What follows belongs to an exercise in optimizing a design on an open flow for small area, a short achievable clock period and few clock cycles; a production flow would make more cautious choices.
Function was checked by simulation only, so behaviour that the tests miss may differ from the original.
No activity file was given, so power comes from the tool's default toggle rates.

==> job 4579: inputs <==
==> flow/design.v (excerpt) <==
module MIPS(
    clk,
    rst_n,
    in_valid,
    instruction,
    output_reg,
    out_valid,
    out_1,
    out_2,
    out_3,
    out_4,
    instruction_fail
);
Settings: LEC_CHECK=0, ABC_AREA=1, CAP_MARGIN=20, CORE_MARGIN=2, CORE_UTILIZATION=30, PLACE_DENSITY=0.45, SLEW_MARGIN=20, SYNTH_HIERARCHICAL=1; clock period 32.0 ns.
standard.sh (not shown) runs the stock make flow with config.mk's settings and CLKGATE_MAP_FILE= SYNTH_SCRIPT=/design/flow/synth_recipe.tcl, a recipe that flattens the netlist after the stock synthesis.
==> flow/flow/run.sh <==
#!/bin/bash
# The standard layout (standard.sh: ORFS steps from synthesis to the
# final layout) with three changes:
#  - synthesis is synth_recipe.tcl unchanged, except that ABC maps the GCD
#    step module (MIPS_gcd_step) with flow/abc_gcd.script (area-oriented
#    mapping under a delay target) and the other modules with ORFS's own
#    abc_area.script (a copy in flow/); registers are untouched by ABC;
#  - port buffers are sky130_fd_sc_hd__buf_2 (instead of the slow delay
#    buffer buffer_ports picks by default);
#  - timing repair aims 22.8 ns above the 32 ns target's zero slack, so that
#    it also shortens the slowest paths.
set -euo pipefail
here=$(pwd)
cat > "$here/flow_synth.tcl" <<TCL
proc abc {args} {
  set i [lsearch -exact \$args -script]
  if {\$i >= 0} { set args [lreplace \$args \$i [expr {\$i + 1}]] }
  yosys abc -script $here/flow/abc_gcd.script {*}\$args MIPS_gcd_step
  yosys abc -script $here/flow/abc_area.script {*}\$args MIPS_alu_out
  yosys abc -script $here/flow/abc_top.script {*}\$args MIPS
}
source $here/synth_recipe.tcl
TCL
sed "s#SYNTH_SCRIPT=[^ ]*#SYNTH_SCRIPT=$here/flow_synth.tcl#" standard.sh > flow_standard.sh
grep -q "SYNTH_SCRIPT=$here/flow_synth.tcl" flow_standard.sh
export BUFFER_PORTS_ARGS="-buffer_cell sky130_fd_sc_hd__buf_2"
export SETUP_SLACK_MARGIN=22.8
bash flow_standard.sh > standard.log 2>&1
==> flow/flow/abc_area.script <==
strash
dch
map -B 0.9
topo
stime -c
buffer -c
upsize -c
dnsize -c
==> flow/flow/abc_gcd.script <==
strash
dch
map -D 6000
topo
stime -c
buffer -c
upsize -c
dnsize -c
==> flow/flow/abc_top.script <==
strash
dch
map -a
topo
stime -c
buffer -c
upsize -c
dnsize -c
==> job 6192 (differences from job 4579) <==
==> flow/flow/run.sh (replaced) <==
#!/bin/bash
# The standard layout (standard.sh: standard synthesis and ORFS steps),
# with two changes: port buffers are sky130_fd_sc_hd__buf_2 (instead of the
# slow delay buffer buffer_ports picks by default), and timing repair aims
# 23.2 ns above the 32 ns target's zero slack, so that it also shortens the
# few slowest paths.
set -euo pipefail
export BUFFER_PORTS_ARGS="-buffer_cell sky130_fd_sc_hd__buf_2"
export SETUP_SLACK_MARGIN=23.2
bash standard.sh > standard.log 2>&1
removed: flow/flow/abc_area.script
removed: flow/flow/abc_gcd.script
removed: flow/flow/abc_top.script
==> job 4372 (differences from job 4579) <==
--- a/flow/design.v
+++ b/flow/design.v
@@ -65,33 +65,28 @@
     any = 1'b0;
     multi = 1'b0;
     for (int i = 0; i < 16; i++) begin
         multi = multi | (any & x[i]);
         any = any | x[i];
     end
     onehot16 = any && !multi;
 endfunction
-function automatic [2:0] idx(input [5:0] h);
-    idx = 3'd7;
-    for (int j = 0; j < 6; j++)
-        if (h[j]) idx = j[2:0];
-endfunction
 function automatic [15:0] rev(input [15:0] x);
     for (int i = 0; i < 16; i++) rev[i] = x[15 - i];
 endfunction
 logic [15:0] R [0:5];
 logic [15:0] A, B;
 logic        Bneg;
 logic [3:0]  sh;
 logic op_add, op_and, op_or, op_nor, op_shl, op_shr, op_one;
 logic busy, first;
 logic [5:0] dest;
 logic [3:0] hit;
-logic [2:0] osel [0:3];
+logic [5:0] osel [0:3];
 logic [5:0]  rs1h, rt1h, rd1h, wdest;
 logic        rtype, addi, f_add, f_and, f_or, f_nor, f_shl, f_shr, f_gcd, is_gcd;
 logic        fail, za, zb, pa, pb, same, gdone;
 logic [15:0] ra, rb;
 logic [5:0]  zf, pf;
 assign rs1h  = dec(instruction[25:21]);
 assign rt1h  = dec(instruction[20:16]);
 assign rd1h  = dec(instruction[15:11]);
@@ -183,20 +178,20 @@
         op_shr <= !addi && f_shr;
         op_one <= !addi && f_gcd && !same && (pa || pb);
         instruction_fail <= fail;
         dest <= fail ? 6'd0 : wdest;
         hit[0] <= !fail && |(dec(output_reg[4:0])   & wdest);
         hit[1] <= !fail && |(dec(output_reg[9:5])   & wdest);
         hit[2] <= !fail && |(dec(output_reg[14:10]) & wdest);
         hit[3] <= !fail && |(dec(output_reg[19:15]) & wdest);
-        osel[0] <= fail ? 3'd7 : idx(dec(output_reg[4:0]) & ~wdest);
-        osel[1] <= fail ? 3'd7 : idx(dec(output_reg[9:5]) & ~wdest);
-        osel[2] <= fail ? 3'd7 : idx(dec(output_reg[14:10]) & ~wdest);
-        osel[3] <= fail ? 3'd7 : idx(dec(output_reg[19:15]) & ~wdest);
+        osel[0] <= fail ? 6'd0 : dec(output_reg[4:0])   & ~wdest;
+        osel[1] <= fail ? 6'd0 : dec(output_reg[9:5])   & ~wdest;
+        osel[2] <= fail ? 6'd0 : dec(output_reg[14:10]) & ~wdest;
+        osel[3] <= fail ? 6'd0 : dec(output_reg[19:15]) & ~wdest;
     end
 end
 always_ff @(posedge clk or negedge rst_n) begin
     if (!rst_n) begin
         for (int j = 0; j < 6; j++) R[j] <= 16'd0;
     end else begin
         for (int j = 0; j < 6; j++)
             if (out_valid && dest[j]) R[j] <= res;
@@ -260,21 +255,16 @@
     any = 1'b0;
     multi = 1'b0;
     for (int i = 0; i < 16; i++) begin
         multi = multi | (any & x[i]);
         any = any | x[i];
     end
     onehot16 = any && !multi;
 endfunction
-function automatic [2:0] idx(input [5:0] h);
-    idx = 3'd7;
-    for (int j = 0; j < 6; j++)
-        if (h[j]) idx = j[2:0];
-endfunction
 function automatic [15:0] rev(input [15:0] x);
     for (int i = 0; i < 16; i++) rev[i] = x[15 - i];
 endfunction
 logic [15:0] us1, vs1, vs2;
 logic [16:0] d1;
 assign us1 = strip(A);
 assign vs1 = sstrip(B, Bneg);
 assign d1  = {1'b0, us1} - {1'b0, vs1};
@@ -286,17 +276,17 @@
 assign t2  = (d2 == 17'd0) || (vs2 == 16'd1);
 endmodule
 module MIPS_alu_out (
     input  logic [15:0] A,
     input  logic [15:0] B,
     input  logic [3:0]  sh,
     input  logic        op_add, op_and, op_or, op_nor, op_shl, op_shr, op_one,
     input  logic [3:0]  hit,
-    input  logic [2:0]  osel0, osel1, osel2, osel3,
+    input  logic [5:0]  osel0, osel1, osel2, osel3,
     input  logic [15:0] R0, R1, R2, R3, R4, R5,
     output logic [15:0] res,
     output logic [15:0] out_1, out_2, out_3, out_4
 );
 function automatic [5:0] dec(input [4:0] c);
     dec[0] = (c == 5'b10001);
     dec[1] = (c == 5'b10010);
     dec[2] = (c == 5'b01000);
@@ -343,45 +333,40 @@
     any = 1'b0;
     multi = 1'b0;
     for (int i = 0; i < 16; i++) begin
         multi = multi | (any & x[i]);
         any = any | x[i];
     end
     onehot16 = any && !multi;
 endfunction
-function automatic [2:0] idx(input [5:0] h);
-    idx = 3'd7;
-    for (int j = 0; j < 6; j++)
-        if (h[j]) idx = j[2:0];
-endfunction
 function automatic [15:0] rev(input [15:0] x);
     for (int i = 0; i < 16; i++) rev[i] = x[15 - i];
 endfunction
 logic [15:0] shl;
 assign shl = A << sh;
 always_comb begin
     res = ({16{op_add}} & (A + B))
         | ({16{op_and}} & (A & B))
         | ({16{op_or}}  & (A | B))
         | ({16{op_nor}} & ~(A | B))
         | ({16{op_shl}} & shl)
         | ({16{op_shr}} & rev(shl))
         | ({16{op_one}} & lowbit(A | B));
 end
 logic [15:0] R [0:5];
-logic [2:0]  osel [0:3];
+logic [5:0]  osel [0:3];
 assign R[0] = R0; assign R[1] = R1; assign R[2] = R2;
 assign R[3] = R3; assign R[4] = R4; assign R[5] = R5;
 assign osel[0] = osel0; assign osel[1] = osel1; assign osel[2] = osel2; assign osel[3] = osel3;
 logic [15:0] o [0:3];
 always_comb begin
     for (int k = 0; k < 4; k++) begin
         o[k] = {16{hit[k]}} & res;
         for (int j = 0; j < 6; j++)
-            o[k] = o[k] | ({16{osel[k] == j}} & R[j]);
+            o[k] = o[k] | ({16{osel[k][j]}} & R[j]);
     end
 end
 assign out_1 = o[0];
 assign out_2 = o[1];
 assign out_3 = o[2];
 assign out_4 = o[3];
 endmodule
==> flow/flow/run.sh (replaced) <==
#!/bin/bash
# The standard layout (standard.sh: standard synthesis and ORFS steps),
# with one change: the buffers that global placement puts on every input and
# output port are sky130_fd_sc_hd__buf_2 instead of the cell buffer_ports
# picks by default (a slow delay buffer, clkdlybuf4s50_1).
set -euo pipefail
export BUFFER_PORTS_ARGS="-buffer_cell sky130_fd_sc_hd__buf_2"
bash standard.sh > standard.log 2>&1
Settings changed: CAP_MARGIN 20 to 75, SLEW_MARGIN 20 to 75.
removed: flow/flow/abc_area.script
removed: flow/flow/abc_gcd.script
removed: flow/flow/abc_top.script
==> metrics.md <==
| Metric | Value |
|---|---|
| Status | complete, no violations |
| Number of setup buffers added after CTS | 58 |
| Final WL | 106400 um |
| Tcrit/Tclk final | 0.2807 |
| Clock Power Share | 0.072 |
| Sw Pwr | approximately 1.9 mW |
| Largest registers | R x96, A x16, B x16 |
| Worst reg2reg setup slack | roughly 24 ns |
| Reg-to-Reg Start | B[3] |
| Placed Instances | 4688 |
| Synth cell types | 69 |
| Worst-Margin Slew | 0.9929 ns |
[end of results for job 6192]
==> metrics.md <==
| Metric | Value |
|---|---|
| Status | complete, no violations |
| Tcrit/Tclk final | 0.2863 |
| Worst-Margin Slew | approximately 1.1 ns |
| Final design utilization | 0.3452 |
| Clock Power Share | 0.089 |
| Synth cell types | 76 |
| Placed Instances | 4157 |
| Worst reg2reg setup slack | between 20 and 25 ns |
| Final WL | 102100 um |
| Net Sw Frac | 0.6227 |
| Number of setup buffers added after CTS | 14 |
| Largest registers | R x96, A x16, B x16 |
| M1 wire length | approximately 43000 um |
[end of results for job 4579]
==> metrics.md <==
| Metric | Value |
|---|---|
| Placed Instances | 4815 |
| Clock Power Share | 0.076 |
| Reg-to-Reg Start | B[6] |
| Post-synth EDFFs | 46 |
| Largest registers | R x96, osel x24 |
| Worst-Margin Slew | 0.3941 ns |
| Tcrit/Tclk final | 0.2937 |
| Worst reg2reg setup slack | 23.59 ns |
| Synth cell types | 74 |
| Final WL | 106800 um |
| Status | complete, no violations |
| Largest register FFs | 96 |
| Sw Pwr | 1.832 mW |
[end of results for job 4372]
Testbench counts of job 4579, summed over its fixed seeds: cycles 6,193.
Testbench counts of job 6192, summed over its fixed seeds: cycles 6,193.
Testbench counts of job 4372, summed over its fixed seeds: cycles 6,193.

==> separate check: timing with driven ports <==
Ports are ideal in the flow. The routed layouts listed here were re-timed in OpenROAD. Step 1 sets driving cells, clkbuf_16 on the clock port and buf_2 on the other inputs (assumed; they add their load-dependent delay and slew). Step 2 also shifts input and output timing later by t, the mid clock arrival at the registers, as if the neighbouring blocks saw the same clock. Three values: ideal ports, drivers, drivers and shift; two values: the first two.
run | t, ns | setup slack, ns | worst data-port slew with drivers (ns)
job 4579 | 0.530 | 22.837 / 22.774 / 22.513 | 0.08
job 6192 | 0.528 | 23.017 / 22.954 / 22.849 | 0.09
job 4372 | 0.566 | 22.603 / 22.535 / 23.100 | 0.06
After both steps setup and hold are still met in every run listed. The setup slack of job 4579, which loses most, moves by -0.063 ns with the drivers and by -0.324 ns with both steps.
